Background: an optimization exercise with open tools, aiming at small area, a short achievable clock period and few clock cycles per item. Do not read the settings as production practice.
The RTL was checked by simulation tests, not by an equivalence proof against the original design.

[design.v]
module montprowrap (clk, rst, a, b, m, r, start, done);
parameter WID = 256;
parameter K = 16;
parameter N = (WID + K - 1) / K;    
parameter E = N * K - WID;          
parameter CW = 5;
input            clk;
input            rst;
input  [WID-1:0] a;
input  [WID-1:0] b;
input  [WID-1:0] m;
output [WID-1:0] r;
input            start;
output           done;
reg          idle;    
reg          bmc;     
reg          arr;     
reg          fin1;    
reg          fin2;    
reg [CW-1:0] cnt;     
wire lastc = cnt == N - 1;
always @(posedge clk) begin
    if (rst) begin
        idle <= 1'b1;
        bmc  <= 1'b0;
        arr  <= 1'b0;
        fin1 <= 1'b0;
        fin2 <= 1'b0;
    end else begin
        idle <= (idle & ~start) | fin2;
        bmc  <= idle & start;
        arr  <= bmc | (arr & ~lastc);
        fin1 <= arr & lastc;
        fin2 <= fin1;
    end
end
always @(posedge clk) begin
    if (arr) cnt <= cnt + 1'b1;
    else     cnt <= {CW{1'b0}};
end
assign done = idle;
reg [WID-1:0] br, mr;
reg [WID:0]   bmr;
reg [K-1:0]   xr;
wire [N*K-1:0] ax = {a, {E{1'b0}}};
wire [CW-1:0]  nx = arr ? cnt + 1'b1 : {CW{1'b0}};
always @(posedge clk) begin
    br <= b;
    mr <= m;
    xr <= ax[nx*K +: K];
end
reg [WID:0] sr;    
reg [WID:0] cr;
wire [WID-1:0] so;
wire [WID:0]   co;
montpro #(WID, K) imontpro (.sni(sr[WID-1:0]), .cni(cr), .x(xr), .b(br), .m(mr), .bm(bmr), .sno(so), .cno(co));
wire [WID+1:0] ad;
wire           fin = fin1 | fin2;
cla #(WID+2, 16) iadd (.a({fin1, sr}), .b({fin, cr}), .ci(fin), .sum(ad));
wire           neg = ad[WID+1];    
always @(posedge clk) begin
    if (bmc) bmr <= ad[WID:0];
end
always @(posedge clk) begin
    if (idle)      sr <= {1'b0, b};
    else if (bmc)  sr <= {(WID+1){1'b1}};
    else if (arr)  sr <= {1'b1, so};
    else if (fin1) sr <= ~ad[WID:0];
    else           sr <= {1'b0, neg ? sr[WID-1:0] : ad[WID-1:0]};
end
always @(posedge clk) begin
    if (idle)      cr <= {1'b0, m};
    else if (bmc)  cr <= {(WID+1){1'b1}};
    else if (arr)  cr <= co;
    else           cr <= {1'b1, ~mr};
end
assign r = sr[WID-1:0];
endmodule
module montpro (sni, cni, x, b, m, bm, sno, cno);
parameter WID = 256;
parameter K = 16;
input  [WID-1:0] sni;   
input  [WID:0]   cni;   
input  [K-1:0]   x;     
input  [WID-1:0] b;
input  [WID-1:0] m;
input  [WID:0]   bm;    
output [WID-1:0] sno;
output [WID:0]   cno;
wire [WID-1:0] s [0:K];
wire [WID:0]   c [0:K];
assign s[0] = sni;
assign c[0] = cni;
genvar i, j;
generate
for (i = 0; i < K; i = i + 1) begin : step
    wire q = s[i][0] ^ c[i][0] ^ (x[i] & b[0]);
    wire [WID:0] ad;      
    wire [WID:0] rs;      
    wire [WID+1:1] rc;    
    mux #(WID+1) sel (.x(x[i]), .q(q), .b({1'b0, b}), .m({1'b0, m}), .bm(bm), .sn(ad));
    for (j = 0; j < WID; j = j + 1) begin : col
        full_adder fa (.a(s[i][j]), .b(c[i][j]), .c_i(ad[j]), .sum(rs[j]), .c_o(rc[j+1]));
    end
    assign rs[WID] = ~(c[i][WID] ^ ad[WID]);
    assign rc[WID+1] = c[i][WID] | ad[WID];
    assign s[i+1] = rs[WID:1];
    assign c[i+1] = rc[WID+1:1];
end
endgenerate
assign sno = s[K];
assign cno = c[K];
endmodule
module cla (a, b, ci, sum);
parameter WID = 258;
parameter BLK = 16;
input  [WID-1:0] a, b;
input            ci;
output [WID-1:0] sum;
localparam NBLK = (WID + BLK - 1) / BLK;
wire [NBLK:0] bc;   
assign bc[0] = ci;
genvar i, k;
generate
for (k = 0; k < NBLK; k = k + 1) begin : blk
    localparam LO = k * BLK;
    localparam HI = ((k + 1) * BLK > WID) ? WID : (k + 1) * BLK;
    wire [HI:LO] c;     
    wire [HI:LO] ic;    
    wire [HI-1:LO] s0;
    assign c[LO] = 1'b0;
    assign ic[LO] = bc[k];
    for (i = LO; i < HI; i = i + 1) begin : bt
        if (i == LO) begin : h
            assign s0[i] = a[i] ^ b[i];
            assign c[i+1] = a[i] & b[i];
        end else begin : f
            full_adder fa (.a(a[i]), .b(b[i]), .c_i(c[i]), .sum(s0[i]), .c_o(c[i+1]));
        end
        assign sum[i] = s0[i] ^ ic[i];
        assign ic[i+1] = s0[i] & ic[i];
    end
    assign bc[k+1] = c[HI] | (bc[k] & (&s0));
end
endgenerate
endmodule
module full_adder (a, b, c_i, sum, c_o);
input  a;
input  b;
input  c_i;
output sum;
output c_o;
assign sum = a ^ b ^ c_i;
assign c_o = (a & b) | (a & c_i) | (b & c_i);
endmodule
module mux (x, q, b, m, bm, sn);
parameter WIDTH = 257;
input              x, q;
input  [WIDTH-1:0] b, m, bm;
output [WIDTH-1:0] sn;
wire sb  = x & ~q;
wire sm  = ~x & q;
wire sbm = x & q;
assign sn = ~(({WIDTH{sb}} & b) | ({WIDTH{sm}} & m) | ({WIDTH{sbm}} & bm));
endmodule
[run.sh]
#!/bin/bash
# synth_recipe.tcl (not shown) runs the flow's synth.tcl, then flattens the netlist and writes it again
# the make line also repeats each setting of config.mk as NAME=value (left out here)
make -C /OpenROAD-flow-scripts/flow DESIGN_CONFIG=/design/flow/config.mk WORK_HOME=/design/flow/orfs CLKGATE_MAP_FILE= SYNTH_SCRIPT=/design/flow/synth_recipe.tcl finish
[config.mk]
export PLATFORM = sky130hd
export DESIGN_NAME = montprowrap
export DESIGN_NICKNAME = montprowrap
export VERILOG_FILES = /design/flow/design.v
export SDC_FILE = /design/flow/constraint.sdc
export NUM_CORES = 4
export LEC_CHECK = 0
export ABC_AREA = 1
export CAP_MARGIN = 20
export CORE_MARGIN = 2
export CORE_UTILIZATION = 40
export SLEW_MARGIN = 40
[constraint.sdc]
create_clock -name core_clock -period 130.0 [get_ports {clk}]
set_input_delay 26.0000 -clock core_clock [delete_from_list [all_inputs] [get_ports {clk}]]
set_output_delay 26.0000 -clock core_clock [all_outputs]
set_load 0.01 [all_outputs]
==> flow_summary.yaml, run 1 <==
setup_path:
  crit_type: "reg2reg"
  rrSetupSlack_ns: 91.86
  cp_common_cell: "nand2_1"
  r2r-end: "sr[66]"
  reg2regPathDepth: 129
  critPathMaxFanout: 64
  slowest_delay_ns: 0.69
  cp.required_ns: 130.66
  critPathCaptureType: "flip-flop"
  cp-start-kind: "flip-flop"
  arrival_ns: 38.80
  crit_path_top_delay_cell: "buf_4"
  reg2reg_from: "sr[0]"
synth:
  synth_seq_cells: 1309
  synthCells: 22590
  ys_seq_area_frac: 0.1512
  synthArstFlopShare: 0
  synth_ff_type: "dfxtp_1"
  synth_cell_types: 46
  synth_edf_count: 513
  syn-cell-area_mm2: 0.2073
  ys_warn_count: 2
  syn-num-nets: 27972
  syn_area_per_cell_um2: 9.177
finish:
  stdcell_count: 28340
  drive_gt1_frac: 0.03530
  nets: 26565
  finish.instance_area_mm2: 0.2249
  final_common_cell: "nand2_1"
  layout_common_cells: "nand2_1, fa_1, o221ai_1, inv_1, clkdlybuf4s50_1"
  n_fill_cell: 49589
  syn2layout_area_growth_pct: 8.489
routing:
  postRouteAntennaNets: 0
  routedWlPerCell_um: 33.26
  routed_wl_um: 942500
  dr.pass1.iters: 7
  drtIter0Drc: 25442
  via_count: 187893
  drc: 0
  vias_per_cell: 6.630
floorplanning:
  coreArea_mm2: 0.5166
  die_h_um: 723.9
  die_w_um: 723.9
  initial_core_util: 0.4013
  die-area_mm2: 0.5241
  io_pins: 1028
  num_rows: 264
flow_run:
  drv_cap: 0
clock_network:
  path_clk_slew_ns: 0.06
  cts_resized: 0
  h-tree-depth: 4
  cts_hold_buffers: 0
  insertion_delay_ns: 1.00
  numCtsBuffers: 181
  cts_root_buffer: "clkbuf_16"
  cts_tree: "yes"
  ctsLongestPathBuffers: 4
  cts_setup_buffers: 0
  clock_sinks: 1309
placement:
  place_congestion: 0.9487
  dp_hpwl_um: 646400
  dpl.cell_count: 27908
  io_buffers: 1027
  placed_cell_area_mm2: 0.2183
global_routing:
  gr-usage-met1: 0.4448
  grt_max_degree: 154
  busiest_layer: "met2"
  grt_pass1_vias: 191481
  grt_use_met3: 0.1236
  grt_use_total: 0.3535
  gr-total-overflow: 0
  antenna_found_initial: 156
  grt_pass1_wl_um: 1371000
  grt_use_met2: 0.5210
sta:
  hold_viol_final: 0
  skew_ns: 0.09202
  drv_slew: 0
  rsz0062_at_grt: "no"
  period_share: 0.2934
  setup-tns-final_ns: 0
  max_clock_freq_mhz: 26.22
  setup-violations-final: 0
  fin_crit_ns: 38.14
  worst_pin_slew_ns: 1.144
  relSlewSlack: 0.2375
min_path:
  min_from: "fin2"
  hold_path.class: "reg2reg"
  hold_end: "idle"
  holdPathStages: 2
run_status:
  outcome: "no timing/DRC/antenna violations"
[how the worst max path moves through the flow]
stage               start      end  slack (ns)  depth (start not counted)
floorplan           sr[0]  sr[100]      102.05                        135
finish              sr[0]   sr[66]       91.86                        129
detailed placement  sr[0]   sr[63]       92.67                        124
global route        sr[0]   sr[64]       90.67                        128
CTS                 sr[0]   sr[63]       92.56                        124
global placement    sr[0]   sr[63]       91.04                        127
[cell usage after synthesis, drive strengths merged (3+ instances only)]
library cell | n | area [um^2]
a32o | 5 | 50.05
nor4 | 13 | 143.9
o211ai | 209 | 1569
a22oi | 8 | 60.06
a21oi | 942 | 4715
a32oi | 8 | 70.07
a311oi | 11 | 96.34
xor2 | 15 | 131.4
nor3 | 23 | 115.1
a31oi | 259 | 1620
or2 | 4 | 25.02
nand3 | 317 | 1587
a211oi | 8 | 60.06
inv | 2190 | 8220
dfxtp | 796 | 15940
o21ai | 437 | 2187
and2 | 7 | 43.79
o221ai | 3218 | 28180
ha | 291 | 3641
nor2 | 413 | 1553
a221oi | 26 | 227.7
xnor2 | 15 | 131.4
edfxtp | 513 | 15400
a221o | 3 | 30.03
clkbuf | 2428 | 9115
fa | 4320 | 86480
nand4 | 54 | 337.8
clkinv | 7 | 26.28
buf | 488 | 2798
nand2 | 4859 | 18320
o21bai | 17 | 127.6
o22ai | 679 | 4248
[per-stage QoR]
step	hold WS [ns]	util	setup WS, ns
after floorplan	0.4245	-	102.05
after global placement	0.4584	0.4200	91.04
after detailed placement	0.4563	0.4225	92.67
after CTS	0.4668	0.4344	92.56
after global routing	0.4887	0.4352	90.67
final	0.4662	0.4354	91.86
[kinds of logic after synthesis]
family / synth area share
AO/OA/AOI/OAI: 0.2088
XOR/XNOR: 0.001267
adder cells (fa/ha/maj): 0.4347
buffers and inverters: 0.09724
flip-flops: 0.1512
AND/OR/NAND/NOR: 0.1068
[area by class of cell]
type,instances,area (um^2),area share
flip-flops and latches,1309,31350,0.1394
inverters,2197,8374,0.03723
well taps,6916,8653,0.03847
diodes,90,225.2,0.001001
repair buffers,1326,13890,0.06177
clock buffers,242,5087,0.02262
clock inverters,92,1057,0.004701
multi-input cells,16168,156300,0.6948
[critical path: cells and delay by family (launching register included)]
family / cells / cell delay, ns
fa+ha+maj: 31 / 12.40
buf+inv: 19 / 8.13
flops: 1 / 0.41
simple gates: 36 / 9.34
compound gates: 43 / 7.25
[state kept, by name, indices dropped and copies added (netlist names)]
register  flops
arr           1
bmc           1
bmr         257
br          256
cnt           5
cr          257
fin1          1
fin2          1
idle          1
mr          256
sr          257
xr           16
[routing by layer]
| metal | up-vias | part of all wire |
|---|---|---|
| met2 | 14724 | 0.43 |
| met4 | 100 | 0.073 |
| met1 | 94737 | 0.36 |
| met3 | 3016 | 0.14 |
| li1 | 75316 | - |
| met5 | - | 0.00069 |
Testbench counts, summed over its fixed seeds: cycles 10,752, mults 512.
==> run 2: changes to the inputs <==
--- a/config.mk
+++ b/config.mk
@@ -8,5 +8,5 @@
 export ABC_AREA = 1
 export CAP_MARGIN = 20
 export CORE_MARGIN = 2
-export CORE_UTILIZATION = 40
+export CORE_UTILIZATION = 55
 export SLEW_MARGIN = 40
==> run 2 against run 1 <==
Against the previous run: maximum frequency fell by 0.81%; worst hold slack worse by 0.0039 ns; non-clock buffer count increased by 3; register-to-register slack got worse by 0.31 ns; setup slack got worse by 0.31 ns.
==> flow_summary.yaml, run 2 <==
setup_path:
  cp.required_ns: 130.77
  crit_path_top_delay_cell: "buf_4"
  slowest_delay_ns: 0.80
  cp-start-kind: "flip-flop"
  critPathCaptureType: "flip-flop"
  arrival_ns: 39.23
  crit_type: "reg2reg"
  critPathMaxFanout: 108
  cp_common_cell: "nand2_1"
placement:
  place_congestion: 0.9730
  dp_hpwl_um: 604000
  io_buffers: 1027
  dpl.cell_count: 25981
  place_ws_ns: 92.50
finish:
  drive_gt1_frac: 0.03475
  syn2layout_area_growth_pct: 7.174
  reg_top3: "bmr x257, cr x257, sr x257"
  nets: 26562
  final_common_cell: "nand2_1"
  layout_common_cells: "nand2_1, fa_1, o221ai_1, inv_1, clkdlybuf4s50_1"
  stdcell_count: 26368
  finalCoreUtilization: 0.5916
synth:
  yosys-top-cells-area: "fa_1, o221ai_1, nand2_1, dfxtp_1, edfxtp_1"
  yosysTopAreaCell: "fa_1"
  synth_common_cells: "nand2_1, fa_1, o221ai_1"
  synthArstFlopShare: 0
  synth_seq_cells: 1309
  synth_cell_types: 46
  synth_most_common_cell: "nand2_1"
  synth_top_area_share: 0.4172
  ys_warn_count: 2
  synth_edf_count: 513
  syn-cell-area_mm2: 0.2073
  synthCells: 22590
  syn-num-nets: 27972
  ys_seq_area_frac: 0.1512
  synth_ff_type: "dfxtp_1"
  syn_area_per_cell_um2: 9.177
routing:
  postRouteAntennaNets: 0
  routed_wl_um: 892100
  vias_per_cell: 7.110
  via_count: 187481
  drc: 0
  dr.pass1.iters: 8
  drtIter0Drc: 25138
  routedWlPerCell_um: 33.83
sta:
  worst_pin_slew_ns: 1.060
  setup_ws_ns: 91.54
  rsz0062_at_grt: "no"
  period_share: 0.2958
  skew_ns: 0.09489
  setup-violations-final: 0
  drv_slew: 0
  hold_viol_final: 0
  relSlewSlack: 0.2931
  fin_crit_ns: 38.46
  setup-tns-final_ns: 0
  max_clock_freq_mhz: 26.00
floorplanning:
  die_w_um: 618.0
  num_rows: 225
  die_h_um: 618.0
  coreArea_mm2: 0.3755
  io_pins: 1028
  die-area_mm2: 0.3819
  initial_core_util: 0.5520
clock_network:
  cts_hold_buffers: 0
  clock_sinks: 1309
  numCtsBuffers: 175
  cts_setup_buffers: 0
  h-tree-depth: 4
  insertion_delay_ns: 1.01
  path_clk_slew_ns: 0.06
  ctsLongestPathBuffers: 4
  cts_tree: "yes"
  cts_root_buffer: "clkbuf_16"
  cts_resized: 0
global_routing:
  grt_max_degree: 176
  grt_use_total: 0.4636
  grt_pass1_wl_um: 1314000
  antenna_found_initial: 72
  grt_pass1_vias: 190779
  gr-total-overflow: 0
min_path:
  hold_path.class: "reg2reg"
run_status:
  outcome: "no timing/DRC/antenna violations"
flow_run:
  drv_cap: 0
[run 2: cell counts after synthesis]
Identical to the previous run, type by type.
[run 2: layout make-up]
cell class / count / area, um^2
Multi-Input combinational cell: 16168 / 156200
Fill cell: 32676 / 153400
Sequential cell: 1309 / 31350
Timing Repair Buffer: 1329 / 13890
Inverter: 2197 / 8369
Tap cell: 4994 / 6248
Clock buffer: 243 / 5036
Clock inverter: 76 / 912.1
Antenna cell: 52 / 130.1
[run 2: metal layers]
| layer | global-route usage | part of all wire | vias up | wire length (um) |
|---|---|---|---|---|
| li1 | - | - | 75201 | - |
| met2 | 0.6790 | 0.43 | 15301 | 381600 |
| met1 | 0.6031 | 0.36 | 93812 | 320000 |
| met3 | 0.1438 | 0.14 | 3113 | 124400 |
| met4 | 0.2834 | 0.074 | 54 | 65630 |
| met5 | 0.0008838 | 0.00058 | - | 514 |
[run 2: final timing paths]
path | from | to | slack (ns) | cells after the start
worst max-delay path | sr[0] | sr[66] | 91.54 | 130
worst min-delay path | fin2 | idle | 0.46 | 2
worst min register to register | fin2 | idle | 0.46 | 2
worst max register to register | sr[0] | sr[66] | 91.54 | 130
[run 2: kinds of logic (layout without fill, tap and decap cells)]
kind of cell	after synthesis	in the layout	synth area share
adders and majority gates	4611	4611	0.4347
other	0	52	0
xor gates and xnor gates	30	30	0.001267
buffers and inverters	5113	3845	0.09724
and+or+nand+nor	5692	5692	0.1068
DFF	1309	1309	0.1512
AOI/OAI and AO/OA	5835	5835	0.2088
[run 2: critical path: cells and delay by family (launching register included)]
| family | cells | cell delay, ns |
|---|---|---|
| and+or+nand+nor | 41 | 9.81 |
| buffers and inverters | 19 | 8.16 |
| adders and majority gates | 30 | 12.16 |
| DFF | 1 | 0.42 |
| AOI/OAI and AO/OA | 40 | 7.06 |
[run 2: stage by stage]
| stage | hold WS (ns) | area, um^2 |
|---|---|---|
| after floorplan | 0.4245 | 207300 |
| after global placement | 0.4460 | 214700 |
| after detailed placement | 0.4493 | 215600 |
| after CTS | 0.4626 | 221600 |
| after global routing | 0.5099 | 222200 |
| final | 0.4623 | 222200 |

port drivers added, routing unchanged:
No port has a modelled driver above. Below, the same layouts with a new extraction and two added sets of constraints.
Step 1 (the two cells are an assumption about what drives the block):
set clk [get_ports {clk}]
set_driving_cell -lib_cell sky130_fd_sc_hd__clkbuf_16 $clk
set_driving_cell -lib_cell sky130_fd_sc_hd__buf_2 [delete_from_list [all_inputs] $clk]
Step 2, shift: input delay + t, output delay - t, t = (earliest + latest rising clock arrival at the registers) / 2. This alone moves slack from input paths to output paths.
Slacks: ideal ports / drivers / drivers and shift; pairs: ideal ports / drivers.
run	t, ns	setup slack, ns	clock arrival spread, ns	worst data-port slew with drivers (ns)
run 1	1.091	91.856 / 91.856 / 91.856	0.092 / 0.092	0.43
run 2	1.086	91.543 / 91.543 / 91.543	0.096 / 0.095	0.38
After both steps setup and hold are still met in every run listed.
